Background: an optimization exercise with open tools, aiming at small area, a short achievable clock period and few clock cycles per item. Do not read the settings as production practice. Only simulation tests tie the RTL to the original design; equivalence was not proved. The clock port is modelled as an ideal driver; clocking choices that lean on that would not hold on a real chip.

Design ntt_processer, start of the top module:
module ntt_processer (
    input clk,
    input rst,
    input start,
    input [1:0] mode,  
    input is_add_or_sub,
    input [9:0] ram_r_start_offset_A,
    input [9:0] ram_r_start_offset_B,
    input [9:0] ram_w_start_offset,
    input [95:0] ram_rdata,
    output last_cycle,
    output ram_wen,
    output [9:0] ram_raddr,
    output [9:0] ram_waddr,
    output [95:0] ram_wdata,
    output NTT_finish
);
clock: 13.0 ns
lec_check: 0
cap_margin: 30
core_margin: 2
core_utilization: 40
cts_cluster_diameter: 80
cts_cluster_size: 20
place_density: 0.6
slew_margin: 30
standard.sh (not shown) runs the stock make flow with config.mk's settings and CLKGATE_MAP_FILE= SYNTH_SCRIPT=/design/flow/synth_recipe.tcl, a recipe that flattens the netlist after the stock synthesis.
==> flow/flow/run.sh <==
#!/bin/bash
# Layout flow: the standard ORFS flow (standard.sh), with two extra
# setup-repair steps run through ORFS's own hooks: flow/post_cts.tcl after
# clock tree synthesis (POST_CTS_TCL) and flow/post_grt.tcl after global
# routing (POST_GLOBAL_ROUTE_TCL).  They repair setup timing against a
# tighter target than the clock period, so that the achieved period shrinks.
# Synthesis, constraints and clock period are unchanged.  Each tool's output
# is logged in this folder (standard.log; ORFS's per-step logs under orfs/).
set -euo pipefail
export POST_CTS_TCL="$PWD/flow/post_cts.tcl"
export POST_GLOBAL_ROUTE_TCL="$PWD/flow/post_grt.tcl"
bash standard.sh > standard.log 2>&1
==> flow/flow/post_cts.tcl <==
# Sourced by ORFS cts.tcl (POST_CTS_TCL) after its own timing repair.
# Repair setup timing as if the required slack were 9 ns of the 13 ns period
# (a ~4 ns target): sizes up gates, buffers and swaps pins; the design's
# logic and registers are unchanged.
puts "post_cts: extra setup repair"
report_worst_slack -max
report_design_area
repair_timing -setup -setup_margin 9 -repair_tns 100 -skip_gate_cloning
set result [catch { detailed_placement } msg]
if { $result != 0 } {
  error "post_cts: detailed placement failed: $msg"
}
check_placement -verbose
estimate_parasitics -placement
report_worst_slack -max
report_design_area
==> flow/flow/post_grt.tcl <==
# Sourced by ORFS global_route.tcl (POST_GLOBAL_ROUTE_TCL) before it writes
# the global-routed design: one more setup repair against the ~4 ns target,
# now with global-routing parasitics, then the incremental global route and
# legalisation that ORFS itself uses after a repair.
puts "post_grt: extra setup repair"
estimate_parasitics -global_routing
report_worst_slack -max
report_design_area
repair_timing -setup -setup_margin 9 -repair_tns 100 -skip_gate_cloning
global_route -start_incremental
detailed_placement
global_route -end_incremental
estimate_parasitics -global_routing
repair_timing -hold
global_route -start_incremental
detailed_placement
global_route -end_incremental
check_placement -verbose
estimate_parasitics -global_routing
report_worst_slack -max
report_worst_slack -min
report_design_area
Testbench counts at the start, summed over its fixed seeds: cycles 31,288, ops 192.
==> next run, changes <==
--- a/flow/design.v
+++ b/flow/design.v
@@ -194,34 +194,35 @@
 assign ram_raddr = raddr_r;
 wire [23:0] rom_q;
 twiddle_rom ROM (.row(row_r), .dout(rom_q));
 wire [11:0] tw0 = sel0_r ? rom_q[23:12] : rom_q[11:0];
 wire [11:0] tw1 = sel1_r ? rom_q[23:12] : rom_q[11:0];
 wire [95:0] rd = ram_rdata;
 reg  [95:0] RA;
 reg  [47:0] RB;
 wire ld_a  = m_mult ? (cnt[1:0] == 2'd1) : cnt[0];
 wire bsel  = !cnt[0];         
 always @(posedge clk) begin
-    if (ld_a) RA <= rd;
-    else if (m_mult) RA <= {24'd0, RA[95:24]};
-    else RA <= {48'd0, RA[95:48]};
-    RB <= m_mult ? {24'd0, rd[95:72]} : rd[95:48];
+    RA[95:72] <= rd[95:72];
+    RA[71:48] <= ld_a ? rd[71:48] : RA[95:72];
+    RA[47:24] <= ld_a ? rd[47:24] : m_mult ? RA[71:48] : RA[95:72];
+    RA[23:0]  <= ld_a ? rd[23:0]  : m_mult ? RA[47:24] : RA[71:48];
+    RB <= rd[95:48];
 end
 wire [47:0] pu = f_r ? {rd[47:36], rd[35:24], rd[23:12], rd[11:0]}
                      : {rd[71:60], rd[59:48], rd[23:12], rd[11:0]};
 wire [47:0] pv = f_r ? {rd[95:84], rd[83:72], rd[71:60], rd[59:48]}
                      : {rd[95:84], rd[83:72], rd[47:36], rd[35:24]};
 wire [47:0] bsrc = !m_mult ? (bsel ? rd[47:0] : RB)
                   : {24'd0, (cnt[1:0] == 2'd2) ? rd[23:0] : (cnt[1:0] == 2'd3) ? rd[47:24] :
-                            (cnt[1:0] == 2'd0) ? rd[71:48] : RB[23:0]};
+                            (cnt[1:0] == 2'd0) ? rd[71:48] : RB[47:24]};
 reg [11:0] tw_r0, tw_r1;
 reg        ysel0, f0;
 always @(posedge clk) begin
     tw_r0 <= tw0;
     tw_r1 <= tw1;
     ysel0 <= ysel_r;
     f0    <= f_r;
 end
 wire [11:0] tw0h, tw1h;
 modhalf H0 (.x(tw_r0), .h(tw0h));
 modhalf H1 (.x(tw_r1), .h(tw1h));
=> The new run completed without violations; worst setup slack hardly moves; worst hold slack improved by 0.0052 ns; count of clock-buffer cells in the layout decreases by 10; sequential share of layout area decreases by 0.21 points; via count decreases by 2.4%; global-route usage is about the same; cell count decreases by 1.6%; maximum frequency hardly moves.
Testbench counts after the change, summed over its fixed seeds: cycles 31,288, ops 192.

[what the ideal ports hide]
No port has a modelled driver above. Below, the same layouts with a new extraction and two added sets of constraints.
Step 1 assumes that a clkbuf_16 drives the clock port and a buf_2 every other input.
Step 2 times the ports against the registers' clock, not the clock port: input delays grow and output delays shrink by t, the midpoint of the rising clock arrivals with the driver on.
Three values: ideal, step 1, step 2; two values: the first two.
run | t, ns | setup slack, ns | hold slack, ns | slew at the worst register clock pin (ns)
the first run | 0.868 | 9.000 / 8.939 / 8.125 | 0.300 / 0.300 / 0.300 | 0.09 / 0.09
the second run | 0.842 | 8.999 / 8.956 / 8.193 | 0.305 / 0.305 / 0.305 | 0.09 / 0.09
After both steps setup and hold are still met in every run listed. For the first run, which loses most, drivers alone change the setup slack by -0.061 ns; drivers and shift together by -0.875 ns.
